Source: an optimization exercise on an open RTL-to-GDS flow (aim: small area, a short achievable clock period and few clock cycles). Production flows keep margins and buffers that such runs may drop.
RTL that was checked went through simulation tests only; none was proved equivalent to the original.
Power figures rest on the tool's default switching activity, not on a simulated workload.

main:
==> module binary_to_bcd, before the edit <==
module binary_to_bcd( input clk_in,
                      input [5:0] game_state,
                      input start,
                      input [23:0] binary_in,
                      output logic [31:0] bcd_out,
                      output logic busy
    );
    logic [31:0] R;
    logic [3:0]  t;                   
    wire rst = (game_state == 6'd1);
    logic [31:0] ld;
    logic [3:0]  t0;
    wire [31:0] ldr0 = {binary_in[19:0], 8'h0, binary_in[23:20]};
    wire [31:0] ldr1 = {binary_in[11:0], 8'h0, binary_in[23:12]};
    wire [31:0] ldr2 = {binary_in[3:0], 8'h0, binary_in[23:4]};
    logic [2:0] zr, sel;
    function automatic [4:0] fx(input [3:0] v);
        logic ge10;
        ge10 = v[3] & (v[2] | v[1]);
        fx = {ge10, v[3] & !ge10, ge10 ? v[2] & v[1] : v[2], v[1] ^ ge10, v[0]};
    endfunction
    always_comb begin
        zr[0] = 1'b1;
        zr[1] = (binary_in[23:16] == '0);
        zr[2] = (binary_in[23:8] == '0);
        for (int i = 0; i < 3; i++)
            sel[i] = zr[i] & (i == 2 || !zr[i + 1]);
        ld = '0;
        t0 = '0;
        ld = ld | ({32{sel[0]}} & {ldr0[31:5], fx(binary_in[23:20])});
        t0 = t0 | ({4{sel[0]}} & 4'd2);
        ld = ld | ({32{sel[1]}} & {ldr1[31:5], fx(binary_in[15:12])});
        t0 = t0 | ({4{sel[1]}} & 4'd6);
        ld = ld | ({32{sel[2]}} & {ldr2[31:5], fx(binary_in[7:4])});
        t0 = t0 | ({4{sel[2]}} & 4'd10);
    end
    function automatic [4:0] dd(input [3:0] d, input c);
        logic [3:0] s;
        s[3] = d[3] | d[2] & (d[1] | d[0]);
        s[2] = d[2] & !d[1] & !d[0] | d[3] & d[0];
        s[1] = d[1] & !d[2] | d[1] & d[0] | d[3] & !d[0];
        s[0] = !d[0] & (d[3] | d[2] & d[1]) | d[0] & !d[3] & !d[2];
        dd = {s, c};
    endfunction
    function automatic int thr(input int j);
        case (j)
            0: thr = 0;
            1: thr = 0;
            2: thr = 8;
            3: thr = 8;
            4: thr = 16;
            5: thr = 16;
            6: thr = 20;
            default: thr = 0;
        endcase
    endfunction
    logic [31:0] nxt, blk;
    always_comb begin
        logic [32:0] r;
        logic z;
        nxt = R;
        for (int l = 0; l < 2; l++) begin
            r[0] = nxt[31];
            for (int j = 0; j < 7; j++)
                if (2 * int'(t) + l >= thr(j))
                    r[4*j +: 5] = dd(nxt[4*j +: 4], r[4*j]);
                else
                    r[4*j +: 5] = {nxt[4*j +: 4], r[4*j]};
            r[32:29] = nxt[31:28];
            nxt = r[31:0];
        end
        blk = nxt;
        z = (nxt[31:28] == 4'd0);
        blk[31] = z;
        blk[29] = z;
        for (int j = 6; j >= 1; j--) begin
            z = z & (nxt[4*j +: 4] == 4'd0);
            blk[4*j+3] = nxt[4*j+3] | z;
            blk[4*j+1] = nxt[4*j+1] | z;
        end
    end
    wire last = (t == 4'd11);
    always_ff @(posedge clk_in) begin
        t <= busy ? t + 1'b1 : t0;
        if (rst) begin
            busy <= 1'b0;
            R    <= '0;
        end else if (busy) begin
            busy <= !last;
            R    <= last ? blk : nxt;
        end else if (start) begin
            busy <= 1'b1;
            R    <= ld;
        end
    end
    assign bcd_out = R;
endmodule
==> flow/config.mk <==
export PLATFORM = sky130hd
export DESIGN_NAME = binary_to_bcd
export DESIGN_NICKNAME = binary_to_bcd
export VERILOG_FILES = /design/flow/design.v
export SDC_FILE = /design/flow/constraint.sdc
export NUM_CORES = 4
export LEC_CHECK = 0
export ABC_AREA = 1
export CAP_MARGIN = 20
export CORE_MARGIN = 2
export CORE_UTILIZATION = 60
export SETUP_SLACK_MARGIN = 3.5
export SLEW_MARGIN = 20
==> flow/constraint.sdc <==
create_clock -name core_clock -period 6.0 [get_ports {clk_in}]
set_input_delay 1.2000 -clock core_clock [delete_from_list [all_inputs] [get_ports {clk_in}]]
set_output_delay 1.2000 -clock core_clock [all_outputs]
set_load 0.01 [all_outputs]
standard.sh (not shown) runs the stock make flow with config.mk's settings and CLKGATE_MAP_FILE= SYNTH_SCRIPT=/design/flow/synth_recipe.tcl, a recipe that flattens the netlist after the stock synthesis.
==> flow/flow/run.sh <==
#!/bin/bash
# Standard ORFS layout, with plain buf_1 cells as the port buffers.
set -euo pipefail
export BUFFER_PORTS_ARGS="-buffer_cell sky130_fd_sc_hd__buf_1"
bash standard.sh > standard_flow.log 2>&1
main: flow completed, timing, DRC and antenna clean
The inputs of the feature branch differ from those of main as listed below.
--- a/flow/design.v
+++ b/flow/design.v
@@ -10,32 +10,36 @@
     logic [3:0]  t;                   
     wire rst = (game_state == 6'd1);
     logic [31:0] ld;
     logic [3:0]  t0;
     wire [31:0] ldr0 = {binary_in[19:0], 8'h0, binary_in[23:20]};
-    wire [31:0] ldr1 = {binary_in[11:0], 8'h0, binary_in[23:12]};
-    wire [31:0] ldr2 = {binary_in[3:0], 8'h0, binary_in[23:4]};
-    logic [2:0] zr, sel;
+    wire [31:0] ldr1 = {binary_in[13:0], 8'h0, binary_in[23:14]};
+    wire [31:0] ldr2 = {binary_in[7:0], 8'h0, binary_in[23:8]};
+    wire [31:0] ldr3 = {binary_in[1:0], 8'h0, binary_in[23:2]};
+    logic [3:0] zr, sel;
     function automatic [4:0] fx(input [3:0] v);
         logic ge10;
         ge10 = v[3] & (v[2] | v[1]);
         fx = {ge10, v[3] & !ge10, ge10 ? v[2] & v[1] : v[2], v[1] ^ ge10, v[0]};
     endfunction
     always_comb begin
         zr[0] = 1'b1;
-        zr[1] = (binary_in[23:16] == '0);
-        zr[2] = (binary_in[23:8] == '0);
-        for (int i = 0; i < 3; i++)
-            sel[i] = zr[i] & (i == 2 || !zr[i + 1]);
+        zr[1] = (binary_in[23:18] == '0);
+        zr[2] = (binary_in[23:12] == '0);
+        zr[3] = (binary_in[23:6] == '0);
+        for (int i = 0; i < 4; i++)
+            sel[i] = zr[i] & (i == 3 || !zr[i + 1]);
         ld = '0;
         t0 = '0;
         ld = ld | ({32{sel[0]}} & {ldr0[31:5], fx(binary_in[23:20])});
         t0 = t0 | ({4{sel[0]}} & 4'd2);
-        ld = ld | ({32{sel[1]}} & {ldr1[31:5], fx(binary_in[15:12])});
-        t0 = t0 | ({4{sel[1]}} & 4'd6);
-        ld = ld | ({32{sel[2]}} & {ldr2[31:5], fx(binary_in[7:4])});
-        t0 = t0 | ({4{sel[2]}} & 4'd10);
+        ld = ld | ({32{sel[1]}} & {ldr1[31:5], fx(binary_in[17:14])});
+        t0 = t0 | ({4{sel[1]}} & 4'd5);
+        ld = ld | ({32{sel[2]}} & {ldr2[31:5], fx(binary_in[11:8])});
+        t0 = t0 | ({4{sel[2]}} & 4'd8);
+        ld = ld | ({32{sel[3]}} & {ldr3[31:5], fx(binary_in[5:2])});
+        t0 = t0 | ({4{sel[3]}} & 4'd11);
     end
     function automatic [4:0] dd(input [3:0] d, input c);
         logic [3:0] s;
         s[3] = d[3] | d[2] & (d[1] | d[0]);
         s[2] = d[2] & !d[1] & !d[0] | d[3] & d[0];
@@ -79,20 +83,17 @@
             blk[4*j+3] = nxt[4*j+3] | z;
             blk[4*j+1] = nxt[4*j+1] | z;
         end
     end
     wire last = (t == 4'd11);
+    wire         hold = !busy & !start;
+    wire         load = !busy & start;
+    wire [31:0]  Rn   = {32{!rst}} & (({32{busy}} & (last ? blk : nxt)) | ({32{hold}} & R) | ({32{load}} & ld));
     always_ff @(posedge clk_in) begin
         t <= busy ? t + 1'b1 : t0;
-        if (rst) begin
-            busy <= 1'b0;
-            R    <= '0;
-        end else if (busy) begin
-            busy <= !last;
-            R    <= last ? blk : nxt;
-        end else if (start) begin
-            busy <= 1'b1;
-            R    <= ld;
-        end
+        R <= Rn;
+        if (rst)       busy <= 1'b0;
+        else if (busy) busy <= !last;
+        else           busy <= start;
     end
     assign bcd_out = R;
 endmodule
### Flow results
The feature branch ended with more full die area than main. Relative to main, the fmax measured on the feature branch has decreased slightly. Going from main to the feature branch, sequential share of layout area shrinks by 0.52 points. The feature branch vs main, worst setup slack went down by 0.034 ns. The feature branch reached the end of the flow, and the finished layout is clean on the timing, DRC and antenna checks. Going from main to the feature branch, inverter count of the layout excluding clock inverters shrinks by 1.1%. Lower met3 layer wire length in the routed design goes to the feature branch over main. Looking at worst setup path endpoint, the R[26]$_SDFFE_PN0P_ result is from main; the R[21]$_DFF_P_ one comes from the feature branch. Worst-case setup slack after placement in the feature branch is 0.27 ns below main. In the final reports, the cell area of the feature branch is larger than that of main.
No functional check of the RTL was part of any run of this note.

---

v22:
The RTL this note starts from:
==> flow/design.v <==
`timescale 1ns / 1ps
module binary_to_bcd( input clk_in,
                      input [5:0] game_state,
                      input start,
                      input [23:0] binary_in,
                      output logic [31:0] bcd_out,
                      output logic busy
    );
    logic [31:0] R;
    logic [3:0]  t;                   
    wire rst = (game_state == 6'd1);
    logic [31:0] ld;
    logic [3:0]  t0;
    logic [3:0] zr, sel;
    always_comb begin
        zr[0] = 1'b1;
        zr[1] = (binary_in[23:19] == '0);
        zr[2] = (binary_in[23:13] == '0);
        zr[3] = (binary_in[23:5] == '0);
        for (int i = 0; i < 4; i++)
            sel[i] = zr[i] & (i == 3 || !zr[i + 1]);
        ld = '0;
        t0 = '0;
        ld = ld | ({32{sel[0]}} & {binary_in[21:0], 8'h0, binary_in[23:22]});
        t0 = t0 | ({4{sel[0]}} & 4'd1);
        ld = ld | ({32{sel[1]}} & {binary_in[15:0], 8'h0, binary_in[23:16]});
        t0 = t0 | ({4{sel[1]}} & 4'd4);
        ld = ld | ({32{sel[2]}} & {binary_in[9:0], 8'h0, binary_in[23:10]});
        t0 = t0 | ({4{sel[2]}} & 4'd7);
        ld = ld | ({32{sel[3]}} & {binary_in[1:0], 8'h0, binary_in[23:2]});
        t0 = t0 | ({4{sel[3]}} & 4'd11);
    end
    function automatic [4:0] dd(input [3:0] d, input c);
        logic [3:0] s;
        s[3] = d[3] | d[2] & (d[1] | d[0]);
        s[2] = d[2] & !d[1] & !d[0] | d[3] & d[0];
        s[1] = d[1] & !d[2] | d[1] & d[0] | d[3] & !d[0];
        s[0] = !d[0] & (d[3] | d[2] & d[1]) | d[0] & !d[3] & !d[2];
        dd = {s, c};
    endfunction
    function automatic int thr(input int j);
        case (j)
            0: thr = 0;
            1: thr = 0;
            2: thr = 8;
            3: thr = 8;
            4: thr = 16;
            5: thr = 16;
            6: thr = 20;
            default: thr = 0;
        endcase
    endfunction
    logic [31:0] nxt, blk;
    always_comb begin
        logic [32:0] r;
        logic z;
        nxt = R;
        for (int l = 0; l < 2; l++) begin
            r[0] = nxt[31];
            for (int j = 0; j < 7; j++)
                if (2 * int'(t) + l >= thr(j))
                    r[4*j +: 5] = dd(nxt[4*j +: 4], r[4*j]);
                else
                    r[4*j +: 5] = {nxt[4*j +: 4], r[4*j]};
            r[32:29] = nxt[31:28];
            nxt = r[31:0];
        end
        blk = nxt;
        z = (nxt[31:28] == 4'd0);
        blk[31] = z;
        blk[29] = z;
        for (int j = 6; j >= 1; j--) begin
            z = z & (nxt[4*j +: 4] == 4'd0);
            blk[4*j+3] = nxt[4*j+3] | z;
            blk[4*j+1] = nxt[4*j+1] | z;
        end
    end
    wire last = (t == 4'd11);
    always_ff @(posedge clk_in) begin
        t <= busy ? t + 1'b1 : t0;
        if (rst) begin
            busy <= 1'b0;
            R    <= '0;
        end else if (busy) begin
            busy <= !last;
            R    <= last ? blk : nxt;
        end else if (start) begin
            busy <= 1'b1;
            R    <= ld;
        end
    end
    assign bcd_out = R;
endmodule
==> flow/config.mk <==
export PLATFORM = sky130hd
export DESIGN_NAME = binary_to_bcd
export DESIGN_NICKNAME = binary_to_bcd
export VERILOG_FILES = /design/flow/design.v
export SDC_FILE = /design/flow/constraint.sdc
export NUM_CORES = 4
export LEC_CHECK = 0
export ABC_AREA = 1
export CAP_MARGIN = 20
export CORE_MARGIN = 2
export CORE_UTILIZATION = 60
export SETUP_SLACK_MARGIN = 3.6
export SLEW_MARGIN = 20
==> flow/constraint.sdc <==
create_clock -name core_clock -period 6.0 [get_ports {clk_in}]
set_input_delay 1.2000 -clock core_clock [delete_from_list [all_inputs] [get_ports {clk_in}]]
set_output_delay 1.2000 -clock core_clock [all_outputs]
set_load 0.01 [all_outputs]
Scripts as last shown in full above: flow/flow/run.sh
v22 completed; timing, DRC and antenna clean
Testbench counts of v22, summed over its fixed seeds: cycles 25,282.
Input-level comparison between v3 and v22:
-- flow/design.v --
<<< v22, line 12
    logic [31:0] ld;
    logic [3:0]  t0;
    logic [3:0] zr, sel;
    always_comb begin
        zr[0] = 1'b1;
        zr[1] = (binary_in[23:19] == '0);
        zr[2] = (binary_in[23:13] == '0);
        zr[3] = (binary_in[23:5] == '0);
        for (int i = 0; i < 4; i++)
            sel[i] = zr[i] & (i == 3 || !zr[i + 1]);
        ld = '0;
        t0 = '0;
        ld = ld | ({32{sel[0]}} & {binary_in[21:0], 8'h0, binary_in[23:22]});
        t0 = t0 | ({4{sel[0]}} & 4'd1);
        ld = ld | ({32{sel[1]}} & {binary_in[15:0], 8'h0, binary_in[23:16]});
        t0 = t0 | ({4{sel[1]}} & 4'd4);
        ld = ld | ({32{sel[2]}} & {binary_in[9:0], 8'h0, binary_in[23:10]});
        t0 = t0 | ({4{sel[2]}} & 4'd7);
        ld = ld | ({32{sel[3]}} & {binary_in[1:0], 8'h0, binary_in[23:2]});
        t0 = t0 | ({4{sel[3]}} & 4'd11);
    end
>>> v3, line 12
    logic [31:0] ld;
    logic [3:0]  t0;
    wire [31:0] ldr0 = {binary_in[19:0], 8'h0, binary_in[23:20]};
    wire [31:0] ldr1 = {binary_in[13:0], 8'h0, binary_in[23:14]};
    wire [31:0] ldr2 = {binary_in[7:0], 8'h0, binary_in[23:8]};
    wire [31:0] ldr3 = {binary_in[1:0], 8'h0, binary_in[23:2]};
    logic [3:0] zr, sel;
    function automatic [4:0] fx(input [3:0] v);
        logic ge10;
        ge10 = v[3] & (v[2] | v[1]);
        fx = {ge10, v[3] & !ge10, ge10 ? v[2] & v[1] : v[2], v[1] ^ ge10, v[0]};
    endfunction
    always_comb begin
        zr[0] = 1'b1;
        zr[1] = (binary_in[23:18] == '0);
        zr[2] = (binary_in[23:12] == '0);
        zr[3] = (binary_in[23:6] == '0);
        for (int i = 0; i < 4; i++)
            sel[i] = zr[i] & (i == 3 || !zr[i + 1]);
        ld = '0;
        t0 = '0;
        ld = ld | ({32{sel[0]}} & {ldr0[31:5], fx(binary_in[23:20])});
        t0 = t0 | ({4{sel[0]}} & 4'd2);
        ld = ld | ({32{sel[1]}} & {ldr1[31:5], fx(binary_in[17:14])});
        t0 = t0 | ({4{sel[1]}} & 4'd5);
        ld = ld | ({32{sel[2]}} & {ldr2[31:5], fx(binary_in[11:8])});
        t0 = t0 | ({4{sel[2]}} & 4'd8);
        ld = ld | ({32{sel[3]}} & {ldr3[31:5], fx(binary_in[5:2])});
        t0 = t0 | ({4{sel[3]}} & 4'd11);
    end
<<< v22, line 77
    end
    wire last = (t == 4'd11);
    always_ff @(posedge clk_in) begin
        t <= busy ? t + 1'b1 : t0;
        if (rst) begin
            busy <= 1'b0;
            R    <= '0;
        end else if (busy) begin
            busy <= !last;
            R    <= last ? blk : nxt;
        end else if (start) begin
            busy <= 1'b1;
            R    <= ld;
        end
    end
    assign bcd_out = R;
>>> v3, line 86
    end
    wire last = (t == 4'd11);
    wire         go   = !rst & busy;
    wire         hold = !rst & !busy & !start;
    wire         load = !rst & !busy & start;
    wire [31:0]  Rn   = ({32{go}} & (last ? blk : nxt)) | ({32{hold}} & R) | ({32{load}} & ld);
    always_ff @(posedge clk_in) begin
        t <= busy ? t + 1'b1 : t0;
        R <= Rn;
        if (rst)       busy <= 1'b0;
        else if (busy) busy <= !last;
        else           busy <= start;
    end
    assign bcd_out = R;
[summary]
- Diff v22 and v3: worst hold slack higher in v3
- v3 against v22: arrival time reported for the critical path endpoint moved down, power in combinational cells moved down, post-synthesis to final-layout area growth moved up, design area moved up, total power moved down.
Only the layout flow was run in v3; the RTL was not checked for function there.

[what the ideal ports hide]
How much do the figures lean on ideal ports? The routed layouts below were timed once more, with nothing changed but the port constraints.
Step 1: set_driving_cell puts a clkbuf_16 on clk_in and a buf_2 on each other input, an assumption about the parent block.
Step 2 times the ports against the registers' clock, not the clock port: input delays grow and output delays shrink by t, the midpoint of the rising clock arrivals with the driver on.
Slacks: ideal / step 1 / step 2; pairs: ideal / step 1.
run	t, ns	slack for setup (ns)	latest minus earliest clock arrival (ns)	worst data-port slew with drivers (ns)
main	0.324	3.628 / 3.638 / 3.314	0.008 / 0.008	0.03
the feature branch	0.320	3.594 / 3.605 / 3.285	0.007 / 0.006	0.04
v22	0.315	3.609 / 3.617 / 3.302	0.004 / 0.004	0.05
v3	0.323	3.638 / 3.646 / 3.323	0.005 / 0.005	0.04
After both steps setup and hold are still met in every run listed. For v3, which loses most, drivers alone change the setup slack by +0.008 ns; drivers and shift together by -0.315 ns.
